This design comes from an exercise in tuning for small area and a short achievable clock period on the open sky130 flow, not from production work.
Function was checked by simulation only, so behaviour that the tests miss may differ from the original.
Power figures rest on the tool's default switching activity, not on a simulated workload.

==> flow/design.v (outline; a module is shown in full before it is edited, if it fits) <==
// module DSP: 1800 lines
// module dsp_fa: 4 lines
// module dsp_ha: 4 lines
// module dsp_add18: 224 lines
// module dsp_add18_pg: 4 lines
module DSP(A, B, C, D, clk, rst_n, P);
  // ...
==> flow/flow/run.sh <==
#!/bin/bash
# The standard layout, with two changes to how it is made:
#  - the port buffers are plain sky130 buf_1 cells (the default pick is a slow delay cell),
#  - timing repair may swap cells across footprints (so it can resize those buffers).
set -euo pipefail
bash standard.sh "BUFFER_PORTS_ARGS=-buffer_cell sky130_fd_sc_hd__buf_1" MATCH_CELL_FOOTPRINT=0 finish > standard.log 2>&1
==> flow/standard.sh <==
#!/bin/bash
# synth_recipe.tcl (not shown) runs the flow's synth.tcl, then flattens the netlist and writes it again
# the make line also repeats each setting of config.mk as NAME=value (left out here)
make -C /OpenROAD-flow-scripts/flow DESIGN_CONFIG=/design/flow/config.mk WORK_HOME=/design/flow/orfs CLKGATE_MAP_FILE= SYNTH_SCRIPT=/design/flow/synth_recipe.tcl "${@:-finish}"
==> flow/config.mk <==
export PLATFORM = sky130hd
export DESIGN_NAME = DSP
export DESIGN_NICKNAME = DSP
export VERILOG_FILES = /design/flow/design.v
export SDC_FILE = /design/flow/constraint.sdc
export NUM_CORES = 4
export LEC_CHECK = 0
export CAP_MARGIN = 20
export CORE_MARGIN = 2
export CORE_UTILIZATION = 40
export CTS_BUF_LIST = sky130_fd_sc_hd__clkbuf_16
export CTS_CLUSTER_DIAMETER = 200
export CTS_CLUSTER_SIZE = 24
export SETUP_SLACK_MARGIN = 4.0
export SLEW_MARGIN = 20
export SYNTH_HIERARCHICAL = 1
==> flow/constraint.sdc <==
create_clock -name core_clock -period 7.0 [get_ports {clk}]
set_input_delay 1.4000 -clock core_clock [delete_from_list [all_inputs] [get_ports {clk}]]
set_output_delay 1.4000 -clock core_clock [all_outputs]
set_load 0.01 [all_outputs]
==> results.yml, run 1 <==
routing:
  ant_nets: 0
  wl_um: 38600
clock_tree:
  cts_setup_buffers: 0
yosys:
  muxShareOfSynthArea_pct: 0
  synthAdderAreaFrac_pct: 37.2
  yosys_register_bits: 286
  synth_area_leaders: "dfrtp_1 35%, fa_1 32%, and2_1 11%"
  synth_seq_area_share_pct: 38.6
power_and_ir_drop:
  pg_comb_mw: 5.08
  pg_clk_mw: 0.927
  p_leak_nw: 8.61
  p_seq_mw: 2.73
floorplan:
  dieArea_mm2: 0.0469
  tap_cells: 592
  die_h_um: 217
  initial_core_util_pct: 40.7
layout:
  multi_input_area_mm2: 0.0109
  inverters: 18
  drive_gt1_share_pct: 5.60
  final_area_mm2: 0.0197
  num-clock-buffers: 15
critical_path:
  required_ps: 7400
  reg2reg_setup_slack_ps: 4070
  path_common_cell: "fa_1"
  max_stage_delay_ps: 610
hold_path:
  hp-class: "flop to flop"
timing:
  period_needed_ps: 2930
  drv_slew: 0
outcome:
  status: "timing/DRC/antenna clean"
placed_design:
  placed_cell_area_mm2: 0.0193
==> run 2: changes to the inputs <==
--- a/flow/design.v
+++ b/flow/design.v
@@ -5,17 +5,17 @@
 output reg [47:0] P;
 reg  [17:0] s1, s2, s3, a1;
 reg  [4:0] ah;
 reg  [30:0] y0;
 reg  [30:0] y1;
 reg  [30:0] y2;
 reg  [47:0] z0;
 reg  [47:0] z1;
-reg  [9:0] zl;
+reg  [13:0] zl;
 wire pp1;
 wire pp2;
 wire pp3;
 wire pp4;
 wire pp5;
 wire pp6;
 wire pp7;
 wire pp8;
@@ -1669,20 +1669,16 @@
     y2[21] <= yfs388;
     y2[22] <= yfs389;
     y2[23] <= yfs390;
     y2[24] <= yfc390;
     y2[25] <= yfs392;
     y2[26] <= yfc392;
     y2[27] <= yfc393;
     y2[28] <= yfc394;
-    z0[9] <= zfc604;
-    z0[10] <= zfc605;
-    z0[11] <= zfc606;
-    z0[12] <= zfc607;
     z0[13] <= zfc608;
     z0[14] <= zfc609;
     z0[15] <= zfc610;
     z0[16] <= zfc611;
     z0[17] <= zfc612;
     z0[18] <= zfc613;
     z0[19] <= zfc614;
     z0[20] <= zfc615;
@@ -1708,20 +1704,16 @@
     z0[40] <= C[40];
     z0[41] <= C[41];
     z0[42] <= C[42];
     z0[43] <= C[43];
     z0[44] <= C[44];
     z0[45] <= C[45];
     z0[46] <= C[46];
     z0[47] <= C[47];
-    z1[9] <= zfs605;
-    z1[10] <= zfs606;
-    z1[11] <= zfs607;
-    z1[12] <= zfs608;
     z1[13] <= zfs609;
     z1[14] <= zfs610;
     z1[15] <= zfs611;
     z1[16] <= zfs612;
     z1[17] <= zfs613;
     z1[18] <= zfs614;
     z1[19] <= zfs615;
     z1[20] <= zfs616;
@@ -1735,18 +1727,18 @@
     z1[28] <= zfs624;
     z1[29] <= zfs625;
     z1[30] <= zfs626;
     z1[31] <= zfc626;
     z1[32] <= zfs628;
     z1[33] <= zfc628;
     z1[34] <= zfc629;
     z1[35] <= zfc630;
-    zl <= {1'b0, {zfc603, zfc602, zfc601, zfc600, zfc599, zfc598, zhc597, zhs597, y0[0]}} + {1'b0, {zfs604, zfs603, zfs602, zfs601, zfs600, zfs599, zfs598, C[1], C[0]}};
-    P <= {z0[47:9] + z1[47:9] + zl[9], zl[8:0]};
+    zl <= {1'b0, {zfc607, zfc606, zfc605, zfc604, zfc603, zfc602, zfc601, zfc600, zfc599, zfc598, zhc597, zhs597, y0[0]}} + {1'b0, {zfs608, zfs607, zfs606, zfs605, zfs604, zfs603, zfs602, zfs601, zfs600, zfs599, zfs598, C[1], C[0]}};
+    P <= {z0[47:13] + z1[47:13] + zl[13], zl[12:0]};
     y0[30] <= 1'b0;
     y1[0] <= 1'b0;
     y1[29] <= 1'b0;
     y1[30] <= 1'b0;
     y2[0] <= 1'b0;
     y2[1] <= 1'b0;
     y2[29] <= 1'b0;
     y2[30] <= 1'b0;
@@ -1754,25 +1746,33 @@
     z0[1] <= 1'b0;
     z0[2] <= 1'b0;
     z0[3] <= 1'b0;
     z0[4] <= 1'b0;
     z0[5] <= 1'b0;
     z0[6] <= 1'b0;
     z0[7] <= 1'b0;
     z0[8] <= 1'b0;
+    z0[9] <= 1'b0;
+    z0[10] <= 1'b0;
+    z0[11] <= 1'b0;
+    z0[12] <= 1'b0;
     z1[0] <= 1'b0;
     z1[1] <= 1'b0;
     z1[2] <= 1'b0;
     z1[3] <= 1'b0;
     z1[4] <= 1'b0;
     z1[5] <= 1'b0;
     z1[6] <= 1'b0;
     z1[7] <= 1'b0;
     z1[8] <= 1'b0;
+    z1[9] <= 1'b0;
+    z1[10] <= 1'b0;
+    z1[11] <= 1'b0;
+    z1[12] <= 1'b0;
     z1[36] <= 1'b0;
     z1[37] <= 1'b0;
     z1[38] <= 1'b0;
     z1[39] <= 1'b0;
     z1[40] <= 1'b0;
     z1[41] <= 1'b0;
     z1[42] <= 1'b0;
     z1[43] <= 1'b0;
--- a/flow/config.mk
+++ b/flow/config.mk
@@ -5,12 +5,12 @@
 export SDC_FILE = /design/flow/constraint.sdc
 export NUM_CORES = 4
 export LEC_CHECK = 0
 export CAP_MARGIN = 20
 export CORE_MARGIN = 2
 export CORE_UTILIZATION = 40
 export CTS_BUF_LIST = sky130_fd_sc_hd__clkbuf_16
 export CTS_CLUSTER_DIAMETER = 200
-export CTS_CLUSTER_SIZE = 24
+export CTS_CLUSTER_SIZE = 30
 export SETUP_SLACK_MARGIN = 4.0
 export SLEW_MARGIN = 20
 export SYNTH_HIERARCHICAL = 1
==> results.yml, run 2 <==
placed_design:
  dp_hpwl_um: 27800
  dp_slack_ps: 3530
  portBuffers: 151
  place.gp.congestion: 0.815
power_and_ir_drop:
  power.density_mw_per_mm2: 452
  ir_drop_v: 0.000194
  p_leak_nw: 8.51
clock_tree:
  cts_sinks: 282
  htreeDepth: 1
  cts.clk_slew.worst_paths_ps: 120
  postCtsHoldBufs: 0
  cts_root_buf: "clkbuf_16"
  cts_tree: "yes"
  clock_latency_ps: 510
  clockBufferDepth: 3
  cts_made_buffers: 13
yosys:
  synthFlopType: "dfrtp_1"
  yosysWarnings: 7
  synth_area_leaders: "dfrtp_1 35%, fa_1 33%, and2_1 12%"
  synth_edf_count: 0
  synth_seq_area_share_pct: 38.6
  synth_common_cells: "328 x and2_1, 291 x fa_1, 246 x dfrtp_1"
  synthesis.area_mm2: 0.0178
  syn_inst: 1328
  ys_types: 58
  syn-num-nets: 1795
  yosysTopAreaCell: "dfrtp_1"
  yosys_register_bits: 282
  ys_async_sr_fraction_pct: 87.2
  yosysMostFrequentCell: "and2_1"
  netlist.area_leader.share_pct: 34.5
  avgSynthCellArea_um2: 13.4
critical_path:
  arrival_ps: 3330
  cpLargestDelayFamily: "adder cells"
  path_buf_inv: 0
  crit_chain: "and2_1, fa_1, fa_1, fa_1, fa_1"
  path_common_cell: "fa_1"
  worstSetupEndpointType: "flop"
  crit_path_start_kind: "flop"
  required_ps: 7370
  reg2reg_setup_slack_ps: 4040
  worstPathMaxFanout: 18
  max_stage_delay_ps: 590
  critPathSlowestCell: "dfrtp_2"
  crit_type: "flop to flop"
routing:
  drtIter0Drc: 438
  wl_um: 37100
  drt_pass1_iterations: 5
  drc: 0
  wire_per_inst_um: 18.0
  via_per_inst: 4.83
  num_vias: 9937
  ant_nets: 0
timing:
  hold_viol_final: 0
  worst_slack_ps: 4040
  rsz0062_at_grt: "yes"
  fin_setup_tns_ps: 0
  timing.slew.headroom_pct: 46.7
  min_period_over_period_pct: 42.3
  drv_slew: 0
  max_freq_ghz: 0.338
  period_needed_ps: 2960
  worst_slew_pin_slew_ps: 800
  finClkSkew_ps: 36.5
  finalSetupViolCount: 0
floorplan:
  initial_core_util_pct: 40.4
  dieArea_mm2: 0.0463
  rows: 77
  die_h_um: 215
  design.core.area_mm2: 0.0441
  ios: 152
  die_w_um: 215
global_routing:
  grt_pass1_wl_um: 61600
  grt.total_usage_pct: 16.8
  grt_overflow: 0
  grt_max_degree: 142
  antenna_found_initial: 0
  grt_pass1_vias: 11200
hold_path:
  hp-class: "flop to flop"
layout:
  diodes: 0
  drive_gt1_share_pct: 6.28
  multi_input_area_mm2: 0.0108
  regMostFlops: "P"
  synthToLayoutAreaGrowth_pct: 9.81
  largest_register_ffs: 48
  mostFrequentLayoutCells: "328 x and2_1, 280 x fa_1, 228 x dfrtp_1"
  fill_cells: 4101
  nNetsFinal: 1929
  final_common_cell: "and2_1"
  reg_top3: "P (48), z0 (35), y0 (30)"
  ff_latch_area_mm2: 0.00693
outcome:
  status: "timing/DRC/antenna clean"
job:
  cap_violations: 0
[run 2: power by group]
part | switching [mW] | internal [mW]
combinational | 2.82 | 2.50
sequential | 0.361 | 2.32
clock | 0.513 | 0.350
[run 2: logic make-up after synthesis]
family / synth area share (%)
AO/OA/AOI/OAI: 5.73
AND/OR/NAND/NOR: 14.2
flip-flops: 38.6
adder cells (fa/ha/maj): 37.7
XOR/XNOR: 2.41
buffers and inverters: 1.35
[run 2: modules after synthesis (local to each module, per instance)]
module / cell area, um^2 / cells inside
DSP: 11000 / 916
dsp_add18: 601 / 88
dsp_add18_pg: 225 / 18
dsp_fa: 20.0 / 1
dsp_ha: 12.5 / 1
[run 2: layer usage]
metal	track usage, %	wire, um
met2	27.1	17200
met1	24.9	18100
met4	3.24	440
met3	1.73	1390
met5	0	0
[run 2: through the flow]
stage               util, %  hold slack [ps]  std cells  area [um^2]  power, mW
detailed placement     43.3              327       2033        19100       8.07
finish                 44.4              347       2058        19600       8.85
CTS                    44.2              348       2052        19500       8.95
global placement       43.3              326       2033        19100       7.85
global route           44.4              356       2058        19600       9.84
floorplan                 -              324       1328        17900       6.54
[run 2: final timing paths]
check	endpoint	startpoint	cells past startpoint
max reg2reg	y2[18]$_DFF_PN0_	a1[10]$_DFF_PN0_	5
min reg2reg	s2[11]$_DFF_P_	s1[11]$_DFF_PN0_	0
max in group asynchronous	a1[9]$_DFF_PN0_	rst_n	2
min in group asynchronous	s1[4]$_DFF_PN0_	rst_n	1
max	y2[18]$_DFF_PN0_	a1[10]$_DFF_PN0_	5
min	s2[11]$_DFF_P_	s1[11]$_DFF_PN0_	0
[run 2: cell type report]
cell class	instances	share of cell area (%)
Clock buffer	13	1.66
Clock inverter	6	0.198
Inverter	23	0.441
Multi-Input combinational cell	983	55.2
Sequential cell	282	35.4
Tap cell	592	3.78
Timing Repair Buffer	159	3.35
[run 2: what timing repair did]
| action | in CTS | in global routing |
|---|---|---|
| buffers inserted | 0 | 6 |
| gates cloned | 0 | 0 |
| gates resized for setup | 19 | 19 |
| endpoints found under the setup margin | 18 | 17 |
==> run 3: changes to the inputs <==
--- a/flow/config.mk
+++ b/flow/config.mk
@@ -10,7 +10,7 @@
 export CORE_UTILIZATION = 40
 export CTS_BUF_LIST = sky130_fd_sc_hd__clkbuf_16
 export CTS_CLUSTER_DIAMETER = 200
-export CTS_CLUSTER_SIZE = 30
+export CTS_CLUSTER_SIZE = 24
 export SETUP_SLACK_MARGIN = 4.0
 export SLEW_MARGIN = 20
 export SYNTH_HIERARCHICAL = 1
==> results.yml, run 3 <==
yosys:
  synth_edf_count: 0
  synth_area_leaders: "dfrtp_1 35%, fa_1 33%, and2_1 12%"
  ys_async_sr_fraction_pct: 87.2
  synth_seq_area_share_pct: 38.6
  yosysMostFrequentCell: "and2_1"
  synth_common_cells: "328 x and2_1, 291 x fa_1, 246 x dfrtp_1"
  synthFlopType: "dfrtp_1"
  yosys_register_bits: 282
  ys_types: 58
  yosysWarnings: 7
  netlist.area_leader.share_pct: 34.5
  yosysTopAreaCell: "dfrtp_1"
  synthesis.area_mm2: 0.0178
  syn-num-nets: 1795
  syn_inst: 1328
  avgSynthCellArea_um2: 13.4
layout:
  final_util_pct: 44.4
  fill_cells: 4105
  finalNonFillerCells: 2061
  nNetsFinal: 1928
  drive_gt1_share_pct: 6.19
  mostFrequentLayoutCells: "328 x and2_1, 280 x fa_1, 228 x dfrtp_1"
  diodes: 0
  final_common_cell: "and2_1"
  largest_register_ffs: 48
  synthToLayoutAreaGrowth_pct: 9.89
  reg_top3: "P (48), z0 (35), y0 (30)"
  regMostFlops: "P"
floorplan:
  die_h_um: 215
  design.core.area_mm2: 0.0441
  initial_core_util_pct: 40.4
  rows: 77
  ios: 152
  die_w_um: 215
  dieArea_mm2: 0.0463
routing:
  ant_nets: 0
  via_per_inst: 4.80
  drt_pass1_iterations: 5
  drc: 0
  wire_per_inst_um: 18.0
  wl_um: 37100
  num_vias: 9896
  drtIter0Drc: 470
power_and_ir_drop:
  finalPower_mw: 8.88
  ir_drop_v: 0.000217
  power.density_mw_per_mm2: 453
  p_leak_nw: 8.53
clock_tree:
  htreeDepth: 1
  cts_made_buffers: 15
  clockBufferDepth: 3
  cts_sinks: 282
  postCtsHoldBufs: 0
  cts_tree: "yes"
  cts_root_buf: "clkbuf_16"
  clock_latency_ps: 500
  cts.clk_slew.worst_paths_ps: 90
timing:
  worst_slew_pin_slew_ps: 798
  max_freq_ghz: 0.339
  min_period_over_period_pct: 42.1
  finalSetupViolCount: 0
  worst_slack_ps: 4050
  hold_viol_final: 0
  finClkSkew_ps: 14.8
  rsz0062_at_grt: "yes"
  timing.slew.headroom_pct: 46.8
  period_needed_ps: 2950
  drv_slew: 0
  fin_setup_tns_ps: 0
critical_path:
  crit_path_start_kind: "input pin"
  worstSetupEndpointType: "flop"
  rr_startpoint: "a1[8]$_DFF_PN0_"
  worstPathMaxFanout: 3
  required_ps: 7430
  arrival_ps: 3380
  r2r_cells: 5
  crit_type: "input pin to flop"
  reg2reg_setup_slack_ps: 4050
  rr_endpoint: "y2[19]$_DFF_PN0_"
placed_design:
  dp_slack_ps: 3530
  place.gp.congestion: 0.815
  dp_hpwl_um: 27800
  dp.cells: 2033
  portBuffers: 151
global_routing:
  grt.total_usage_pct: 16.8
  antenna_found_initial: 0
  grt_pass1_vias: 11100
  grt_pass1_wl_um: 61700
  grt_max_degree: 142
  grt_overflow: 0
hold_path:
  min_to: "s2[1]$_DFF_P_"
  hp-class: "flop to flop"
  hold_start: "s1[1]$_DFF_PN0_"
  worstHoldPathCells: 0
job:
  cap_violations: 0
outcome:
  status: "timing/DRC/antenna clean"
==> run 3: cell counts after synthesis <==
Identical to the previous run, type by type.
==> run 3: through the flow <==
stage	instance area [um^2]	hold WS (ps)
2_1_floorplan	17900	324
3_3_place_gp	19100	326
3_5_place_dp	19100	327
4_1_cts	19500	337
5_1_grt	19600	345
6_report	19600	336
==> run 3: cells by family (layout without fill, tap and decap cells) <==
| kind of cell | count (synthesis) | count (layout) | synth area share [%] |
|---|---|---|---|
| compound gates | 143 | 143 | 5.73 |
| fa+ha+maj | 363 | 363 | 37.7 |
| buf+inv | 63 | 204 | 1.35 |
| flops | 282 | 282 | 38.6 |
| simple gates | 428 | 428 | 14.2 |
| xor+xnor | 49 | 49 | 2.41 |
==> run 3: where the power goes <==
| group | switching, mW | internal [mW] | total, mW |
|---|---|---|---|
| clock | 0.511 | 0.395 | 0.907 |
| combinational | 2.80 | 2.49 | 5.29 |
| sequential | 0.363 | 2.32 | 2.68 |
==> run 3: final cells by class <==
class	instances	area [um^2]	share of cell area, %
multi-input combinational	983	10800	55.1
sequential	282	6920	35.3
tap	592	741	3.78
timing repair buffer	156	621	3.17
clock buffer	15	375	1.92
inverter	23	86.3	0.441
clock inverter	10	42.5	0.217
==> run 3: worst max path at each step <==
| stage | slack, ps | endpoint | from | cells after the start |
|---|---|---|---|---|
| 2_1_floorplan | 3770 | zl[12]$_DFF_PN0_ | C[2] | 9 |
| 3_3_place_gp | 3540 | zl[12]$_DFF_PN0_ | C[2] | 10 |
| 3_5_place_dp | 3530 | zl[12]$_DFF_PN0_ | C[2] | 10 |
| 4_1_cts | 4000 | y2[18]$_DFF_PN0_ | s2[17]$_DFF_P_ | 5 |
| 5_1_grt | 3970 | zl[12]$_DFF_PN0_ | C[2] | 10 |
| 6_report | 4050 | zl[12]$_DFF_PN0_ | C[2] | 10 |
==> run 3: layer usage <==
metal | global-route usage (%) | part of all wire, % | vias to the layer above | wire length [um]
met5 | 0 | 0 | - | 0
met4 | 3.13 | 1.4 | 0 | 508
met3 | 1.73 | 3.8 | 32 | 1430
met2 | 27.3 | 47 | 185 | 17200
met1 | 24.8 | 48 | 5151 | 17900
li1 | - | - | 4528 | -
==> run 3: modules after synthesis (local to each module, per instance) <==
module / times used / area [um^2] / flops+latches / cells
DSP: 1 / 11000 / 282 / 916
dsp_add18: 1 / 601 / 0 / 88
dsp_fa: 288 / 20.0 / 0 / 1
dsp_add18_pg: 1 / 225 / 0 / 18
dsp_ha: 18 / 12.5 / 0 / 1
==> run 3: timing repair <==
item,in CTS,in global routing
setup buffers,0,3
resized for setup,21,15
endpoints found under the setup margin,15,17
==> run 3: critical path: stages <==
cell	delay (ps)
buf_1	80
fa_1	520
ha_4	220
nor2b_1	130
o21ai_1	120
nand2b_1	160
a2111oi_4	380
o211ai_1	120
o211ai_1	110
xnor2_1	130

## separate check: timing with driven ports
Ports are ideal in the flow. The routed layouts listed here were re-timed in OpenROAD.
Step 1, drivers: a clkbuf_16 drives clk and a buf_2 each remaining input, both assumed.
Step 2, shift: input delay + t, output delay - t, t = (earliest + latest rising clock arrival at the registers) / 2. This alone moves slack from input paths to output paths.
Three values: no drivers, after step 1, after step 2; two values: the first two.
| run | t (ns) | setup slack, ns | worst register clock-pin slew, ns | pins driven straight from the clock port |
|---|---|---|---|---|
| run 1 | 0.566 | 4.068 / 4.068 / 3.556 | 0.11 / 0.11 | 1 |
| run 2 | 0.543 | 4.038 / 4.038 / 3.534 | 0.12 / 0.12 | 1 |
| run 3 | 0.540 | 4.050 / 4.055 / 3.536 | 0.10 / 0.10 | 1 |
After both steps setup and hold are still met in every run listed. The setup slack of run 3, which loses most, moves by +0.005 ns with the drivers and by -0.514 ns with both steps.
